This design comes from an exercise in tuning for small area and a short achievable clock period on the open sky130 flow, not from production work. The RTL was checked by simulation tests, not by an equivalence proof against the original design. Power figures rest on the tool's default switching activity, not on a simulated workload.

Design alu_d, start of the top module:
module alu_d #(parameter N = 32)
(
  input clk, rst,
  input [1:0] inp_valid,
  input mode,
  input [3:0] cmd,
  input ce, cin,
  input [N-1:0] opa, opb,
  output reg err, g, l, e,
  output oflow, cout,
  output [(2*N-1):0] res
);
clock: 11.0 ns
lec_check: 0
abc_area: 1
cap_margin: 20
core_margin: 2
core_utilization: 40
cts_buf_list: sky130_fd_sc_hd__clkbuf_8
cts_cluster_diameter: 60
cts_cluster_size: 10
place_density: 0.6
slew_margin: 20
standard.sh (not shown) runs the stock make flow with config.mk's settings and CLKGATE_MAP_FILE= SYNTH_SCRIPT=/design/flow/synth_recipe.tcl, a recipe that flattens the netlist after the stock synthesis.
==> flow/flow/run.sh <==
#!/bin/bash
# The standard layout, with the port buffers made of a plain buffer cell
# (buf_2) instead of the delay-cell buffers buffer_ports picks by default,
# and timing repair aimed at a larger setup slack.
set -o pipefail
export BUFFER_PORTS_ARGS="-buffer_cell sky130_fd_sc_hd__buf_2"
export SETUP_SLACK_MARGIN=6
bash standard.sh > standard.log 2>&1
The baseline went through all stages and came out clean.
Change:
CAP_MARGIN = 0   (was 20)
SLEW_MARGIN = 0   (was 20)
Result: The changed run completed with no timing, DRC or antenna violations. Register-to-register slack is about the same. Cell count stays the same. Power is unchanged. Worst setup slack stays the same. Maximum frequency is unchanged. Wire length does not change. Area after synthesis does not change. Design area does not change. Global-route usage is unchanged.
Change:
CAP_MARGIN = 20   (was 0)
CORE_UTILIZATION = 50   (was 40)
SLEW_MARGIN = 20   (was 0)
Effect: Non-clock buffer count goes up by 21. Clock power goes up by 3.9%. Fmax goes down by 0.60%. Routed wire length goes down by 0.73%. Setup slack gets worse by 0.030 ns. Cell area is about the same. Total power goes down by 2.2%.

========
Another version of the RTL of alu_d (not shown whole).
Size in the first run: ~150 I/O pins, ~36000 sq um of cells after synthesis.
Settings: LEC_CHECK=0, ABC_AREA=1, CAP_MARGIN=20, CORE_MARGIN=2, CORE_UTILIZATION=40, CTS_BUF_LIST=sky130_fd_sc_hd__clkbuf_8, CTS_CLUSTER_DIAMETER=60, CTS_CLUSTER_SIZE=10, GPL_ROUTABILITY_DRIVEN=0, PLACE_DENSITY=0.6, SLEW_MARGIN=20; clock period 11.0 ns.
==> flow/flow/run.sh <==
#!/bin/bash
# The standard layout, with the port buffers made of a plain buffer cell
# (buf_1) instead of the delay-cell buffers buffer_ports picks by default,
# and timing repair aimed at a larger setup slack.
set -o pipefail
export BUFFER_PORTS_ARGS="-buffer_cell sky130_fd_sc_hd__buf_1"
export SETUP_SLACK_MARGIN=6
bash standard.sh > standard.log 2>&1
The starting point finished clean.
==> next run, changes <==
--- a/flow/flow/run.sh
+++ b/flow/flow/run.sh
@@ -6,3 +6,3 @@
 export BUFFER_PORTS_ARGS="-buffer_cell sky130_fd_sc_hd__buf_1"
-export SETUP_SLACK_MARGIN=6
+export SETUP_SLACK_MARGIN=6.22
 bash standard.sh > standard.log 2>&1
GPL_ROUTABILITY_DRIVEN = default   (was 0)
The changed run ran to the end with no violations.
Global-route usage went up by 0.85 points.
Total power climbs by a few percent.
Worst setup slack improved by 120 ps.
Core utilization went up by 1.2 points.
Die area stays the same.
==> next run, changes <==
--- a/flow/flow/run.sh
+++ b/flow/flow/run.sh
@@ -6,3 +6,3 @@
 export BUFFER_PORTS_ARGS="-buffer_cell sky130_fd_sc_hd__buf_1"
-export SETUP_SLACK_MARGIN=6.22
+export SETUP_SLACK_MARGIN=6
 bash standard.sh > standard.log 2>&1
Effect:
- worst setup slack is worse by 94 ps
- final cell count came out lower slightly
- global-route usage came out lower by 0.12 points
- die area stays the same
- total power came out lower by a few percent
- routed wire length came out lower slightly
- synthesized area stays the same
- clock-buffer cell count stays the same
- utilization came out lower by 1.2 points
==> next run, changes <==
--- a/flow/flow/run.sh
+++ b/flow/flow/run.sh
@@ -6,3 +6,3 @@
 export BUFFER_PORTS_ARGS="-buffer_cell sky130_fd_sc_hd__buf_1"
-export SETUP_SLACK_MARGIN=6
+export SETUP_SLACK_MARGIN=6.45
 bash standard.sh > standard.log 2>&1
Effect: Fmax rises by 2.5%. Register-to-register slack improved by 420 ps. Final area is higher by 11%. Synthesized cell count is unchanged. Via count came out higher by about 2.8%. Cell count rises by about 2.4%. Total power increases by 12%. Wire length increases by 7.0%. Clock power came out higher by 4.3%. Global-route usage rose by 0.17 points.

[re-timing with driven ports]
No port has a modelled driver above. Below, the same layouts with a new extraction and two added sets of constraints.
Step 1 (the two cells are an assumption about what drives the block):
set clk [get_ports {clk}]
set_driving_cell -lib_cell sky130_fd_sc_hd__clkbuf_16 $clk
set_driving_cell -lib_cell sky130_fd_sc_hd__buf_2 [delete_from_list [all_inputs] $clk]
Step 2, shift: input delay + t, output delay - t, t = (earliest + latest rising clock arrival at the registers) / 2. This alone moves slack from input paths to output paths.
Slacks: ideal ports / drivers / drivers and shift; pairs: ideal ports / drivers.
| run | t, ns | slack for setup (ns) | worst setup path at the end | pins driven straight from the clock port |
|---|---|---|---|---|
| the first run of note 1 | 0.695 | 6.060 / 5.999 / 5.851 | input to register | 1 |
| the second run of note 1 | 0.695 | 6.060 / 5.999 / 5.851 | input to register | 1 |
| the third run of note 1 | 0.690 | 6.030 / 5.961 / 5.793 | input to register | 1 |
| the first run of note 2 | 0.681 | 6.069 / 6.014 / 5.890 | input to register | 1 |
| the second run of note 2 | 0.678 | 6.189 / 6.129 / 5.903 | input to register | 1 |
| the third run of note 2 | 0.675 | 6.096 / 6.080 / 5.912 | input to register | 1 |
| the fourth run of note 2 | 0.717 | 6.215 / 6.156 / 5.930 | input to register | 1 |
After both steps every run listed still meets setup and hold. For the second run of note 2, which loses most, drivers alone change the setup slack by -0.060 ns; drivers and shift together by -0.286 ns.
